This design comes from an exercise in tuning for small area on the open sky130 flow, not from production work. The RTL was checked by simulation tests, not by an equivalence proof against the original design. The clock input has no modelled driver; a real chip could not lean on it and would need a root buffer or a full tree. Power figures rest on the tool's default switching activity, not on a simulated workload.

==> trial 33 <==
==> flow/design.v <==
module wam_debounce (
    input      clk,
    input      reset,
    input      raw,
    output reg pulse
);
    reg       s0, s1, lvl, lvl_d;
    reg [3:0] cnt;
    wire      diff = s1 ^ lvl;
    always @(posedge clk or posedge reset) begin
        if (reset) begin
            s0    <= 1'b0;
            s1    <= 1'b0;
            lvl   <= 1'b0;
            lvl_d <= 1'b0;
            pulse <= 1'b0;
            cnt   <= 4'd0;
        end else begin
            s0    <= raw;
            s1    <= s0;
            lvl_d <= lvl;
            pulse <= lvl & ~lvl_d;
            cnt   <= diff ? cnt + 4'd1 : 4'd0;
            lvl   <= lvl ^ (diff & (&cnt));
        end
    end
endmodule
module top (
    input        clk,
    input        reset,
    input        button_start,
    input        button_clear,
    input        button_difficulity,
    input        button_hammer,
    input  [4:0] swith,
    output [4:0] LED,
    output [6:0] seg,
    output [3:0] digit_select
);
    wire start_p, clear_p, diff_p, hammer_p;
    wam_debounce u_db_start (.clk(clk), .reset(reset), .raw(button_start),       .pulse(start_p));
    wam_debounce u_db_clear (.clk(clk), .reset(reset), .raw(button_clear),       .pulse(clear_p));
    wam_debounce u_db_diff  (.clk(clk), .reset(reset), .raw(button_difficulity), .pulse(diff_p));
    wam_debounce u_db_ham   (.clk(clk), .reset(reset), .raw(button_hammer),      .pulse(hammer_p));
    reg [1:0] dl;
    always @(posedge clk or posedge reset) begin
        if (reset)       dl <= 2'd0;
        else if (diff_p) dl <= {dl[0], ~dl[1] & ~dl[0]};
    end
    reg  [9:0] R;
    wire [9:0] R_inc = R + 10'd1;
    wire       R_wrap = R[9] & R[8] & (&R[4:0]);
    always @(posedge clk or posedge reset) begin
        if (reset) R <= 10'd4;
        else       R <= R_wrap ? 10'd0 : R_inc;
    end
    wire       tick     = (R == 10'd203) || (R == 10'd603);
    wire [1:0] sel      = R[4:3];
    wire [1:0] sel_next = R_inc[4:3];
    localparam [1:0] S_IDLE = 2'd0, S_CD = 2'd1, S_PLAY = 2'd3, S_GO = 2'd2;
    reg [1:0] state;
    reg       pp, pc;       
    reg [1:0] diff_reg;
    reg       clr_cd, clr_gt, clr_sc;
    reg [2:0] c5;           
    reg [1:0] rt;           
    reg [3:0] ro;           
    reg [7:0] score;
    wire en_cd   = pc;
    wire E       = pp;
    wire cd_done = (c5 == 3'd0);
    wire gt_done = (rt == 2'd0) && (ro == 4'd0);
    reg [1:0] nstate;
    always @(*) begin
        nstate = state;
        case (state)
            S_IDLE: if (start_p) nstate = S_CD;
            S_CD:   if (cd_done) nstate = S_PLAY;
            S_PLAY: if (gt_done) nstate = S_GO; else if (start_p) nstate = S_CD;
            S_GO:   if (start_p) nstate = S_CD;
        endcase
    end
    always @(posedge clk or posedge reset) begin
        if (reset) begin
            state    <= S_IDLE;
            pp       <= 1'b0;
            pc       <= 1'b0;
            diff_reg <= 2'd0;
            clr_cd   <= 1'b1;
            clr_gt   <= 1'b1;
            clr_sc   <= 1'b1;
        end else begin
            state <= nstate;
            pp    <= (state == S_PLAY);
            pc    <= (state == S_CD);
            if ((state == S_IDLE || state == S_GO) && diff_p)
                diff_reg <= dl;
            case (state)
                S_IDLE: begin
                    clr_cd <= 1'b1; clr_gt <= 1'b1; clr_sc <= 1'b1;
                end
                S_CD: begin
                    clr_cd <= ~pc | start_p;
                    clr_gt <= 1'b1; clr_sc <= 1'b1;
                end
                S_PLAY: begin
                    clr_cd <= start_p;
                    clr_gt <= ~pp | clear_p | start_p;
                    clr_sc <= clear_p | start_p;
                end
                default: begin
                    clr_cd <= 1'b0;
                    clr_gt <= clear_p;
                    clr_sc <= clear_p;
                end
            endcase
        end
    end
    always @(posedge clk or posedge reset) begin
        if (reset) begin
            c5 <= 3'd5;
            rt <= 2'd3;
            ro <= 4'd0;
        end else begin
            if (clr_cd)             c5 <= 3'd5;
            else if (tick & en_cd)  c5 <= c5 - 3'd1;
            if (clr_gt) begin
                rt <= 2'd3;
                ro <= 4'd0;
            end else if (tick & E) begin
                if (ro == 4'd0) begin
                    ro <= 4'd9;
                    rt <= rt - 2'd1;
                end else begin
                    ro <= ro - 4'd1;
                end
            end
        end
    end
    reg [15:0] lfsr;
    reg [2:0]  rn;
    wire fb = lfsr[15] ^ lfsr[13] ^ lfsr[12] ^ lfsr[10];
    always @(posedge clk or posedge reset) begin
        if (reset) begin
            lfsr <= 16'hACE1;
            rn   <= 3'd0;
        end else begin
            lfsr <= {lfsr[14:0], fb};
            if (E) rn <= lfsr[2:0];
        end
    end
    reg [4:0] rn_led;
    always @(*) begin
        case (rn)
            3'd0: rn_led = 5'b00001;
            3'd1: rn_led = 5'b00010;
            3'd2, 3'd5: rn_led = 5'b00100;
            3'd3, 3'd6: rn_led = 5'b01000;
            default: rn_led = 5'b10000;
        endcase
    end
    reg [4:0] mole_led;
    reg [4:0] sed;
    reg       sw_ref;    
    reg       hv, to;
    reg [8:0] lo;
    reg [1:0] hi;
    wire has    = |mole_led;
    wire lo_end = (lo == 9'b110101000);    
    wire lo_beg = (lo == 9'd0);
    reg  hi_lim;
    always @(*) begin
        case (diff_reg)
            2'd0:    hi_lim = (hi == 2'd3);
            2'd1:    hi_lim = (hi == 2'd2);
            default: hi_lim = (hi == 2'd1);
        endcase
    end
    wire load = ~has | to;
    wire trst = ~E | load;
    wire [4:0] led_n = ~E ? 5'd0 : load ? rn_led : hv ? 5'd0 : mole_led;
    always @(posedge clk or posedge reset) begin
        if (reset) begin
            mole_led <= 5'd0;
            sw_ref   <= 1'b0;
            sed      <= 5'd0;
            hv       <= 1'b0;
            to       <= 1'b0;
            lo       <= 9'd0;
            hi       <= 2'd0;
        end else begin
            mole_led <= led_n;
            sw_ref   <= |(led_n & swith);
            sed      <= (hammer_p | ~has) ? 5'd0 : sed | (mole_led & {5{|(mole_led & swith) ^ sw_ref}});
            hv       <= hammer_p & |(sed & mole_led & led_n);
            to       <= E & hi_lim & lo_beg;
            lo       <= (trst | lo_end) ? 9'd0 : {lo[7:0], ~(lo[8] ^ lo[4])};
            hi       <= trst ? 2'd0 : hi + {1'b0, lo_end};
        end
    end
    wire hit = E & ~has & ~clr_gt;
    wire [3:0] so = score[3:0];
    wire [3:0] st = score[7:4];
    wire o9  = so[3] & so[0];
    wire inc = hit & ~(o9 & st[3] & st[0]);
    wire ti  = inc & o9;
    wire [7:0] tg = {ti & st[0] & (st[3] | (st[2] & st[1])), ti & st[1] & st[0], ti & st[0] & ~st[3], ti,
                     inc & so[0] & (so[3] | (so[2] & so[1])), inc & so[1] & so[0], inc & so[0] & ~so[3], inc};
    always @(posedge clk or posedge reset) begin
        if (reset) score <= 8'd0;
        else       score <= clr_sc ? 8'd0 : score ^ tg;
    end
    assign LED = mole_led;
    reg [3:0] nr;
    reg [3:0] nib_n;
    always @(*) begin
        case (sel_next)
            2'd0: nib_n = (state == S_PLAY) ? ro : 4'd0;
            2'd1: nib_n = (state == S_PLAY) ? {2'd0, rt} : 4'd0;
            2'd2: case (state)
                      S_IDLE:  nib_n = {2'd0, diff_reg};
                      S_CD:    nib_n = {1'b0, c5};
                      default: nib_n = score[3:0];
                  endcase
            default: nib_n = state[1] ? score[7:4] : 4'd0;    
        endcase
    end
    always @(posedge clk or posedge reset) begin
        if (reset) nr <= 4'd0;
        else       nr <= nib_n;
    end
    reg [3:0] an;
    always @(*) begin
        case (sel)
            2'd0:    an = 4'b1110;
            2'd1:    an = 4'b1101;
            2'd2:    an = 4'b1011;
            default: an = 4'b0111;
        endcase
    end
    wire [3:0] d = nr;
    wire sa = d[3] | d[1] | (d[2] & d[0]) | (~d[2] & ~d[0]);
    wire sb = ~d[2] | (d[1] & d[0]) | (~d[1] & ~d[0]);
    wire sc = d[2] | ~d[1] | d[0];
    wire sd = d[3] | (~d[2] & ~d[0]) | (d[1] & ~d[0]) | (~d[2] & d[1]) | (d[2] & ~d[1] & d[0]);
    wire se = (~d[2] & ~d[0]) | (d[1] & ~d[0]);
    wire sf = d[3] | (~d[1] & ~d[0]) | (d[2] & ~d[1]) | (d[2] & ~d[0]);
    wire sgg = d[3] | (d[2] & ~d[1]) | (~d[2] & d[1]) | (d[1] & ~d[0]);
    wire [6:0] sg = ~{sgg, sf, se, sd, sc, sb, sa};
    assign seg = sg;
    assign digit_select = an;
endmodule
==> flow/flow/run.sh <==
#!/bin/bash
set -euo pipefail
cd "$(dirname "$0")/.."
cp config.mk config_own.mk
cat >> config_own.mk <<'EOC'
export BUFFER_PORTS_ARGS = -buffer_cell sky130_fd_sc_hd__buf_1
export CTS_ARGS = -sink_clustering_enable -repair_clock_nets -buf_list sky130_fd_sc_hd__clkbuf_8 -dont_use_dummy_load
EOC
sed "s#DESIGN_CONFIG=[^ ]*#DESIGN_CONFIG=$PWD/config_own.mk#" standard.sh > standard_own.sh
bash standard_own.sh cts > flow_standard_to_cts.log 2>&1
RES=$(ls -d "$PWD"/orfs/results/*/top/base)
CTS_ODB=$RES/4_cts.odb MAX_LEAF_SINKS=18 openroad -no_init -exit flow/merge_cts.tcl > flow_merge_cts.log 2>&1
bash standard_own.sh > flow_standard_finish.log 2>&1
==> flow/flow/merge_cts.tcl <==
# Merge pairs of nearby clock-tree leaf buffers whose combined sink count
# stays small, so fewer leaf buffers drive the registers.
proc leaf_bufs {block} {
  set leaves {}
  foreach inst [$block getInsts] {
    set m [[$inst getMaster] getName]
    if {![string match "sky130_fd_sc_hd__clkbuf_*" $m]} continue
    set onet [[$inst findITerm X] getNet]
    if {$onet == "NULL"} continue
    set allff 1; set n 0
    foreach it [$onet getITerms] {
      if {[$it isOutputSignal]} continue
      incr n
      set mm [[[$it getInst] getMaster] getName]
      if {![string match "sky130_fd_sc_hd__df*" $mm]} { set allff 0 }
    }
    if {$allff && $n > 0} { lappend leaves $inst }
  }
  return $leaves
}
proc merge_round {block maxsinks} {
  set leaves [leaf_bufs $block]
  set used {}
  set merged 0
  set pairs {}
  foreach a $leaves {
    foreach b $leaves {
      if {[$a getId] >= [$b getId]} continue
      lassign [$a getLocation] ax ay
      lassign [$b getLocation] bx by
      lappend pairs [list [expr {abs($ax-$bx)+abs($ay-$by)}] $a $b]
    }
  }
  foreach p [lsort -integer -index 0 $pairs] {
    lassign $p d a b
    if {[lsearch -exact $used $a] >= 0 || [lsearch -exact $used $b] >= 0} continue
    set na [[$a findITerm X] getNet]
    set nb [[$b findITerm X] getNet]
    set sinks {}
    foreach it [$nb getITerms] { if {![$it isOutputSignal]} { lappend sinks $it } }
    set cnt [expr {[llength $sinks] + [llength [$na getITerms]] - 1}]
    if {$cnt > $maxsinks} continue
    foreach it $sinks { $it disconnect; $it connect $na }
    [$b findITerm A] disconnect
    [$b findITerm X] disconnect
    odb::dbInst_destroy $b
    odb::dbNet_destroy $nb
    lappend used $a $b
    incr merged
  }
  puts "merged $merged leaf buffer pairs (at most $maxsinks sinks each)"
}
set odb_file $::env(CTS_ODB)
read_db $odb_file
set block [ord::get_db_block]
puts "leaf buffers before: [llength [leaf_bufs $block]]"
merge_round $block $::env(MAX_LEAF_SINKS)
puts "leaf buffers after: [llength [leaf_bufs $block]]"
write_db $odb_file
==> flow/standard.sh <==
#!/bin/bash
# synth_recipe.tcl (not shown) runs the flow's synth.tcl, then flattens the netlist and writes it again
# the make line also repeats each setting of config.mk as NAME=value (left out here)
make -C /OpenROAD-flow-scripts/flow DESIGN_CONFIG=/design/flow/config.mk WORK_HOME=/design/flow/orfs CLKGATE_MAP_FILE= SYNTH_SCRIPT=/design/flow/synth_recipe.tcl "${@:-finish}"
==> flow/config.mk <==
export PLATFORM = sky130hd
export DESIGN_NAME = top
export DESIGN_NICKNAME = top
export VERILOG_FILES = /design/flow/design.v
export SDC_FILE = /design/flow/constraint.sdc
export NUM_CORES = 4
export LEC_CHECK = 0
export CAP_MARGIN = 0
export CORE_MARGIN = 2
export CORE_UTILIZATION = 70
export CTS_BUF_LIST = sky130_fd_sc_hd__clkbuf_8
export CTS_CLUSTER_SIZE = 30
export SLEW_MARGIN = 0
==> flow/constraint.sdc <==
create_clock -name core_clock -period 10.0 [get_ports {clk}]
set_input_delay 2.0000 -clock core_clock [delete_from_list [all_inputs] [get_ports {clk}]]
set_output_delay 2.0000 -clock core_clock [all_outputs]
set_load 0.01 [all_outputs]
==> inputs of build 17, as changes to trial 33 <==
--- a/flow/design.v
+++ b/flow/design.v
@@ -58,7 +58,6 @@
     wire [1:0] sel      = R[4:3];
     wire [1:0] sel_next = R_inc[4:3];
-    localparam [1:0] S_IDLE = 2'd0, S_CD = 2'd1, S_PLAY = 2'd3, S_GO = 2'd2;
-    reg [1:0] state;
-    reg       pp, pc;       
+    localparam [1:0] S_IDLE = 2'd0, S_CD = 2'd1, S_PLAY = 2'd2, S_GO = 2'd3;
+    reg [1:0] state, prev;
     reg [1:0] diff_reg;
     reg       clr_cd, clr_gt, clr_sc;
@@ -67,6 +66,6 @@
     reg [3:0] ro;           
     reg [7:0] score;
-    wire en_cd   = pc;
-    wire E       = pp;
+    wire en_cd   = (prev == S_CD);
+    wire E       = (prev == S_PLAY);
     wire cd_done = (c5 == 3'd0);
     wire gt_done = (rt == 2'd0) && (ro == 4'd0);
@@ -84,6 +83,5 @@
         if (reset) begin
             state    <= S_IDLE;
-            pp       <= 1'b0;
-            pc       <= 1'b0;
+            prev     <= S_IDLE;
             diff_reg <= 2'd0;
             clr_cd   <= 1'b1;
@@ -92,6 +90,5 @@
         end else begin
             state <= nstate;
-            pp    <= (state == S_PLAY);
-            pc    <= (state == S_CD);
+            prev  <= state;
             if ((state == S_IDLE || state == S_GO) && diff_p)
                 diff_reg <= dl;
@@ -101,10 +98,10 @@
                 end
                 S_CD: begin
-                    clr_cd <= ~pc | start_p;
+                    clr_cd <= (prev != S_CD) | start_p;
                     clr_gt <= 1'b1; clr_sc <= 1'b1;
                 end
                 S_PLAY: begin
                     clr_cd <= start_p;
-                    clr_gt <= ~pp | clear_p | start_p;
+                    clr_gt <= (prev != S_PLAY) | clear_p | start_p;
                     clr_sc <= clear_p | start_p;
                 end
@@ -161,6 +158,5 @@
     end
     reg [4:0] mole_led;
-    reg [4:0] sed;
-    reg       sw_ref;    
+    reg [4:0] sw_prev, sed;
     reg       hv, to;
     reg [8:0] lo;
@@ -183,5 +179,5 @@
         if (reset) begin
             mole_led <= 5'd0;
-            sw_ref   <= 1'b0;
+            sw_prev  <= 5'd0;
             sed      <= 5'd0;
             hv       <= 1'b0;
@@ -191,6 +187,6 @@
         end else begin
             mole_led <= led_n;
-            sw_ref   <= |(led_n & swith);
-            sed      <= (hammer_p | ~has) ? 5'd0 : sed | (mole_led & {5{|(mole_led & swith) ^ sw_ref}});
+            sw_prev  <= swith;
+            sed      <= (hammer_p | ~has) ? 5'd0 : sed | (mole_led & (swith ^ sw_prev));
             hv       <= hammer_p & |(sed & mole_led & led_n);
             to       <= E & hi_lim & lo_beg;
@@ -223,5 +219,5 @@
                       default: nib_n = score[3:0];
                   endcase
-            default: nib_n = state[1] ? score[7:4] : 4'd0;    
+            default: nib_n = state[1] ? score[7:4] : 4'd0;
         endcase
     end
==> flow/flow/run.sh (replaced) <==
#!/bin/bash
set -euo pipefail
cd "$(dirname "$0")/.."
cp config.mk config_own.mk
cat >> config_own.mk <<'EOC'
export BUFFER_PORTS_ARGS = -buffer_cell sky130_fd_sc_hd__buf_1
export CTS_ARGS = -sink_clustering_enable -repair_clock_nets -buf_list sky130_fd_sc_hd__clkbuf_8 -dont_use_dummy_load
EOC
sed "s#DESIGN_CONFIG=[^ ]*#DESIGN_CONFIG=$PWD/config_own.mk#" standard.sh > standard_own.sh
bash standard_own.sh > flow_standard.log 2>&1
removed: flow/flow/merge_cts.tcl
==> qor summary <==
|  | build 17 | trial 33 |
|---|---|---|
| Status | no timing/DRC/antenna violations | no timing/DRC/antenna violations |
| Sum of routed wire length over all layers | 9130 µm | 8980 µm |
| Clock Sinks | 125 | 121 |
| Part of the power in the clock network | 33.4% | 30.5% |
| Power share of the sequential group | 58.7% | 66.6% |
| Final design area excluding fillers | 0.00579 mm² | 0.00546 mm² |
| Final WS setup | 6.51 ns | 6.54 ns |
| Reg2Reg Depth | 4 | 5 |
| Inverters | 19 | 15 |
| Worst setup slack for register-to-register paths | 7.78 ns | 7.64 ns |
| Global routing met1 resource utilization | 32.1% | 31.9% |
| Proportion of cell area spent on the clock network | 4.04% | 2.52% |
| Minimum clock period | 3.49 ns | 3.46 ns |
| Post-DP HPWL | 6310 µm | 6180 µm |
| Worst slack on hold paths | 0.344 ns | 0.334 ns |

## port drivers added, routing unchanged
The results above use ideal ports. As a check the final layouts listed here were re-extracted and re-timed, cells and wires unchanged. Step 1 sets driving cells, clkbuf_16 on the clock port and buf_2 on the other inputs (assumed; they add their load-dependent delay and slew). Step 2 also shifts input and output timing later by t, the mid clock arrival at the registers, as if the neighbouring blocks saw the same clock. Slacks: no drivers / after step 1 / after step 2; pairs: no drivers / after step 1.
run	t (ns)	setup WS [ns]	hold slack, ns	worst setup path at the end	clock arrival spread, ns
trial 33	0.395	6.539 / 6.509 / 6.588	0.334 / 0.334 / 0.334	input, reset recovery	0.028 / 0.027
build 17	0.446	6.506 / 6.472 / 6.623	0.344 / 0.344 / 0.344	input, reset recovery	0.032 / 0.032
After both steps setup and hold are still met in every run listed. The worst setup slack also covers recovery checks on asynchronous resets.
